This design comes from an exercise in tuning for small area on the open sky130 flow, not from production work.
Only simulation tests tie the RTL to the original design; equivalence was not proved.
No activity file was given, so power comes from the tool's default toggle rates.

==> design.v <==
`timescale 1ns / 1ps
module sev_seg(clk,rst,dist_in,en,seg
    );
input [9:0] dist_in;
input clk,rst;
output reg [7:0] seg;
output reg [2:0] en;
reg nclk;
reg [1:0] segno; 
reg [31:0] count;
reg [3:0] cas;
reg [3:0] a,b,c; 
reg [3:0] cas_n;
reg [7:0] seg_n;
reg [2:0] en_n;
reg [1:0] segno_n;
	always @(posedge clk) begin
		if(rst) begin
			count<=0;
			nclk<=0;
		end
		else if(count+1==50000) begin
			nclk<=~nclk;
			count<=0;
		end	
		else
			count<=count+1;
	end
	always @* begin
		c=dist_in/100;
		b=(dist_in%100)/10;
		a=dist_in%10;
	end
	always @* begin
		cas_n=cas;
		en_n=en;
		seg_n=seg;
		case(segno)
			0: begin
				en_n=3'b110;
				cas_n=c;
				end
			1: begin
				en_n=3'b101;
				cas_n=b;
				end
			2: begin
				en_n=3'b011;
				cas_n=a;
				end	
			default: ;
		endcase
			case(cas_n)
				0: seg_n=8'hC0;
				1: seg_n=8'hF9;
				2: seg_n=8'hA8;
				3: seg_n=8'hB0;
				4: seg_n=8'h99;
				5: seg_n=8'h92;
				6: seg_n=8'h82;
				7: seg_n=8'hF8;
				8: seg_n=8'h80;
				9: seg_n=8'h90;
				default: ;
			endcase	
		segno_n=segno+1;	
		if(segno_n==3)
			segno_n=0;
	end
	always @(posedge clk) begin
		if(rst) begin
			seg<=8'h80;
			en<=0;
			segno<=0;
			cas<=0;
		end
		else if(count+1==50000 && nclk==0) begin	 
			seg<=seg_n;
			en<=en_n;
			cas<=cas_n;
			segno<=segno_n;
		end
	end
endmodule
`timescale 1ns / 1ps
module us_sensor(echo,trigger,ss,en,clk,rst);
input clk,echo,rst;
output reg trigger;
output [7:0] ss;
output [2:0] en;
reg [9:0] distance;	
reg [31:0] t_2c, t_3c, t_c, count;	
wire [31:0] on_count = 1002;
wire [31:0] off_count = 10000000;
sev_seg m1(clk,rst,distance,en,ss);
always @(posedge clk) begin
	if(rst) begin
		trigger<=1;
		count<=0;
	end
	else if(trigger==1) begin
		if(count+1==on_count) begin
			count<=0;
			trigger<=0;
	   end
	   else
			count<=count+1;
	end	
	else begin
		if(count+1==off_count) begin
			count<=0;
			trigger<=1;
	   end
	   else
			count<=count+1;
	end	
end
	always @*
		distance=(t_3c*34)/200000;
always @(posedge clk) begin
		if(rst) begin
			t_c<=0;
			t_2c<=0;
			t_3c<=0;
		end
		else if(echo==0) begin
			t_3c<=t_2c+1;					 
			t_c<=0;							 
		end	
		else if(echo==1)	begin
			t_c<=t_c+1;						 
			t_2c<=t_c+1;					 
		end
end		
endmodule		
==> run.sh <==
#!/bin/bash
# synth_recipe.tcl (not shown) runs the flow's synth.tcl, then flattens the netlist and writes it again
# the make line also repeats each setting of config.mk as NAME=value (left out here)
make -C /OpenROAD-flow-scripts/flow DESIGN_CONFIG=/design/flow/config.mk WORK_HOME=/design/flow/orfs CLKGATE_MAP_FILE= SYNTH_SCRIPT=/design/flow/synth_recipe.tcl finish
==> config.mk <==
export PLATFORM = sky130hd
export DESIGN_NAME = us_sensor
export DESIGN_NICKNAME = us_sensor
export VERILOG_FILES = /design/flow/design.v
export SDC_FILE = /design/flow/constraint.sdc
export NUM_CORES = 4
export LEC_CHECK = 0
export CAP_MARGIN = 20
export CORE_MARGIN = 2
export CORE_UTILIZATION = 40
export PLACE_DENSITY = 0.6
export SLEW_MARGIN = 20
==> constraint.sdc <==
create_clock -name core_clock -period 30.0 [get_ports {clk}]
set_input_delay 6.0000 -clock core_clock [delete_from_list [all_inputs] [get_ports {clk}]]
set_output_delay 6.0000 -clock core_clock [all_outputs]
set_load 0.01 [all_outputs]
==> run_results.csv <==
group,metric,value,unit
run_status,outcome,"no timing/DRC/antenna violations",
clocking,post_cts_buffers,0,
power_and_ir_drop,powerDensity,20.7,nW/µm²
setup_path,end_kind,"register",
setup_path,critPathMaxFanout,35,
timing,worst_pin_slew,1.13,ns
die,core,53900,µm²
layout,layout_common_cells,"nor2_1 (383), nand2_1 (284), a21oi_1 (187), dfxtp_1 (174), nand3_1 (145)",
clocking,cts_tree,"yes",
global_routing,grt_max_degree,45,
global_routing,grt_usage,0.229,
synthesis,avgSynthCellArea,7.29,µm²
synthesis,synthArstFlopShare,0,
layout,drive_above_1_share,0.0836,
die,io_pins,15,
detailed_routing,vias,23000,
layout,diodes,0,
layout,nNetsFinal,2978,
run,drv_cap,0,
synthesis,ys.warnings.count,2,
clocking,cts.path.max_buffers,2,
layout,fin_cells,3614,
power_and_ir_drop,pwr-share-clk,0.485,
synthesis,synth_seq_area_share,0.160,
setup_path,worstSetupPathType,"reg2reg",
setup_path,arrival,27.11,ns
setup_path,crit_path_end,"m1.seg[0]$_SDFFE_PP0P_",
die,dieArea,56500,µm²
timing,fin_crit_sh,0.892,
detailed_routing,drt_first_iter_violations,2160,
die,die_x,238,µm
detailed_routing,viasPerCell,6.36,
setup_path,reg2reg_slack,3.23,ns
power_and_ir_drop,combPwrFrac,0.024,
clocking,post_cts_resized,0,
detailed_routing,ant_nets,0,
layout,num-fill-cells,5578,
placed_design,placed_cells,3581,
power_and_ir_drop,irDropWorstVdd,0.0413,mV
timing,setup_viol,0,
global_routing,antenna_found_initial,0,
timing,report.final.slew_viol_count,0,
layout,final_common_cell,"nor2_1",
setup_path,timing.rr.start,"t_3c[1]$_SDFFE_PP0N_",
placed_design,io_buffer_count,12,
synthesis,syn_nets,3066,
synthesis,synth_top_flop_cell,"dfxtp_1",
power_and_ir_drop,power_switching,125,µW
timing,max_freq,0.0374,GHz
clocking,cts.clk_slew.worst_paths,0.08,ns
setup_path,crit_required,30.35,ns
timing,hold_viol,0,
power_and_ir_drop,power_leakage,0.00850,µW
global_routing,grt_pass1_wl,109000,µm
power_and_ir_drop,p_int,350,µW
timing,min_period,26.77,ns
timing,slew_headroom,0.244,
die,die_y,238,µm
setup_path,r2r_cells,78,
layout,synthToLayoutAreaGrowth,5.33,%
global_routing,grt_pass1_vias,21200,
layout,register_area,3480,µm²
timing,fin_skew,0.0156,ns
synthesis,synth_edf_count,0,
timing,rsz0062_at_grt,"false",
detailed_routing,routed_wl,66700,µm
placed_design,gp_congestion,0.964,
power_and_ir_drop,p_seq_frac,0.491,
synthesis,ys_ff_latch,174,
synthesis,synthDistinctLibCells,154,
setup_path,cp_slowest_stage_delay,0.85,ns
placed_design,dp_hpwl,51700,µm
worst_hold_path,min_path_type,"reg2reg",
clocking,holdBufCountCts,0,
detailed_routing,wl_per_cell,18.5,µm
synthesis,syn_inst,2993,
clocking,ctsRootBufferMaster,"clkbuf_16",
detailed_routing,first_pass_iters,6,
clocking,clk_latency,0.45,ns
setup_path,crit_path_frequent_cell,"a21o_1",
synthesis,synth_area,21800,µm²
timing,tns,0,ns
detailed_routing,post-route-drc-count,0,
setup_path,cp-start-kind,"register",
die,rows,85,
layout,multi_input_area,17500,µm²
setup_path,slowest_stage,"a21boi_1",
clocking,cts_sinks,174,
power_and_ir_drop,switching_share,0.263,
clocking,htree_levels,4,
global_routing,overflow,0,
clocking,numCtsBuffers,17,
setup_path,reg2reg_to,"m1.seg[0]$_SDFFE_PP0P_",
setup_path,crit_start,"t_3c[1]$_SDFFE_PP0N_",
die,start_util,0.405,
[routing by layer]
| layer | GRT usage | vias up | share of wire |
|---|---|---|---|
| li1 | - | 11100 | - |
| met1 | 0.305 | 10900 | 0.45 |
| met2 | 0.385 | 846 | 0.46 |
| met3 | 0.0251 | 126 | 0.059 |
| met4 | 0.0717 | 0 | 0.024 |
| met5 | 0 | - | 0 |
[power groups by stage]
stage / sequential [µW] / combinational (µW) / clock [µW]
2_1_floorplan: 238 / 8.17 / 0
6_report: 233 / 11.4 / 230
5_1_grt: 234 / 13.0 / 246
3_5_place_dp: 239 / 11.6 / 0
3_3_place_gp: 239 / 11.4 / 0
4_1_cts: 233 / 11.6 / 237
[sequential cells by signal, summed over array words and instances, names as in the netlist]
| signal | flops |
|---|---|
| m1.cas | 4 |
| m1.count | 32 |
| m1.en | 3 |
| t_3c | 31 |
| t_c | 31 |
| m1.seg | 6 |
| count | 32 |
| m1.nclk | 1 |
| t_2c | 31 |
| trigger | 1 |
| m1.segno | 2 |
[logic make-up after synthesis]
family                     after synthesis  share of synthesized area
other                                    2                   0.000344
muxes                                   66                     0.0319
AOI/OAI and AO/OA                      972                      0.341
and+or+nand+nor                       1275                      0.288
buffers and inverters                  188                     0.0377
DFF                                    174                      0.160
adders and majority gates               83                     0.0464
xor gates and xnor gates               233                     0.0945
[Yosys cell counts (20+ instances only)]
cell	instances	share of area
a211oi_1	46	0.016
a21o_1	64	0.022
a21oi_1	188	0.043
a22o_1	20	0.0080
a31oi_1	39	0.011
and2_1	47	0.013
and3_1	41	0.012
buf_2	36	0.0083
clkbuf_1	79	0.014
dfxtp_1	174	0.16
ha_1	69	0.040
inv_1	44	0.0076
mux2i_1	45	0.021
nand2_1	285	0.049
nand2b_1	21	0.0060
nand3_1	145	0.033
nand4_1	54	0.015
nor2_1	384	0.066
nor3_1	91	0.021
nor4_1	23	0.0066
o211ai_1	44	0.015
o21a_1	33	0.011
o21ai_0	122	0.028
o21ai_1	38	0.0087
o22ai_1	25	0.0072
o31ai_1	26	0.0089
or3_1	38	0.011
xnor2_1	129	0.052
xor2_1	101	0.041
[layout make-up]
cell class                      instances  area share
Clock buffer                           17      0.0185
Clock inverter                         15     0.00887
Inverter                               49     0.00800
Multi-Input combinational cell       2631       0.763
Sequential cell                       174       0.152
Tap cell                              696      0.0379
Timing Repair Buffer                   32      0.0124
[worst min path at each step]
stage	slack, ns	cells after the start	endpoint	startpoint
6_report	0.48	1	count[0]$_SDFF_PP0_	count[0]$_SDFF_PP0_
5_1_grt	0.51	1	count[0]$_SDFF_PP0_	count[0]$_SDFF_PP0_
4_1_cts	0.49	1	count[0]$_SDFF_PP0_	count[0]$_SDFF_PP0_
3_5_place_dp	0.47	1	count[0]$_SDFF_PP0_	count[0]$_SDFF_PP0_
3_3_place_gp	0.46	1	count[0]$_SDFF_PP0_	count[0]$_SDFF_PP0_
2_1_floorplan	0.43	1	t_c[0]$_SDFF_PP0_	t_c[0]$_SDFF_PP0_
[worst max-delay path, delay by kind of cell, from the launching register on]
kind            cells  cell delay, ns
simple gates       20            6.10
compound gates     43           14.84
xor+xnor            1            0.46
flops               1            0.34
mux                 7            2.76
buf+inv             4            1.20
fa+ha+maj           3            0.96
[through the flow]
stage | instance area, µm² | hold slack (ns) | setup WS (ns) | util | total power, µW
after floorplan | 21800 | 0.426 | 9.09 | - | 246
final | 23000 | 0.479 | 3.23 | 0.426 | 475
after global routing | 23000 | 0.507 | 1.23 | 0.426 | 492
after global placement | 22300 | 0.458 | 3.94 | 0.414 | 250
after detailed placement | 22300 | 0.466 | 3.31 | 0.414 | 250
after CTS | 23000 | 0.486 | 3.22 | 0.426 | 482

-- re-timing with driven ports --
The flow's constraints put no driver on any port. The routed layout listed below was extracted and timed again, unchanged, in two steps.
Step 1 sets driving cells, clkbuf_16 on the clock port and buf_2 on the other inputs (assumed; they add their load-dependent delay and slew).
Step 2, shift: input delay + t, output delay - t, t = (earliest + latest rising clock arrival at the registers) / 2. This alone moves slack from input paths to output paths.
Slacks: no drivers / after step 1 / after step 2; pairs: no drivers / after step 1.
t, ns: 0.506
setup WS [ns]: 3.233 / 3.233 / 3.233
worst register clock-pin slew, ns: 0.08 / 0.08
worst data-port slew with drivers (ns): 0.04
pins driven straight from the clock port: 1
After both steps this run still meets setup and hold. The setup slack of this run moves by 0.000 ns with the drivers and by 0.000 ns with both steps.
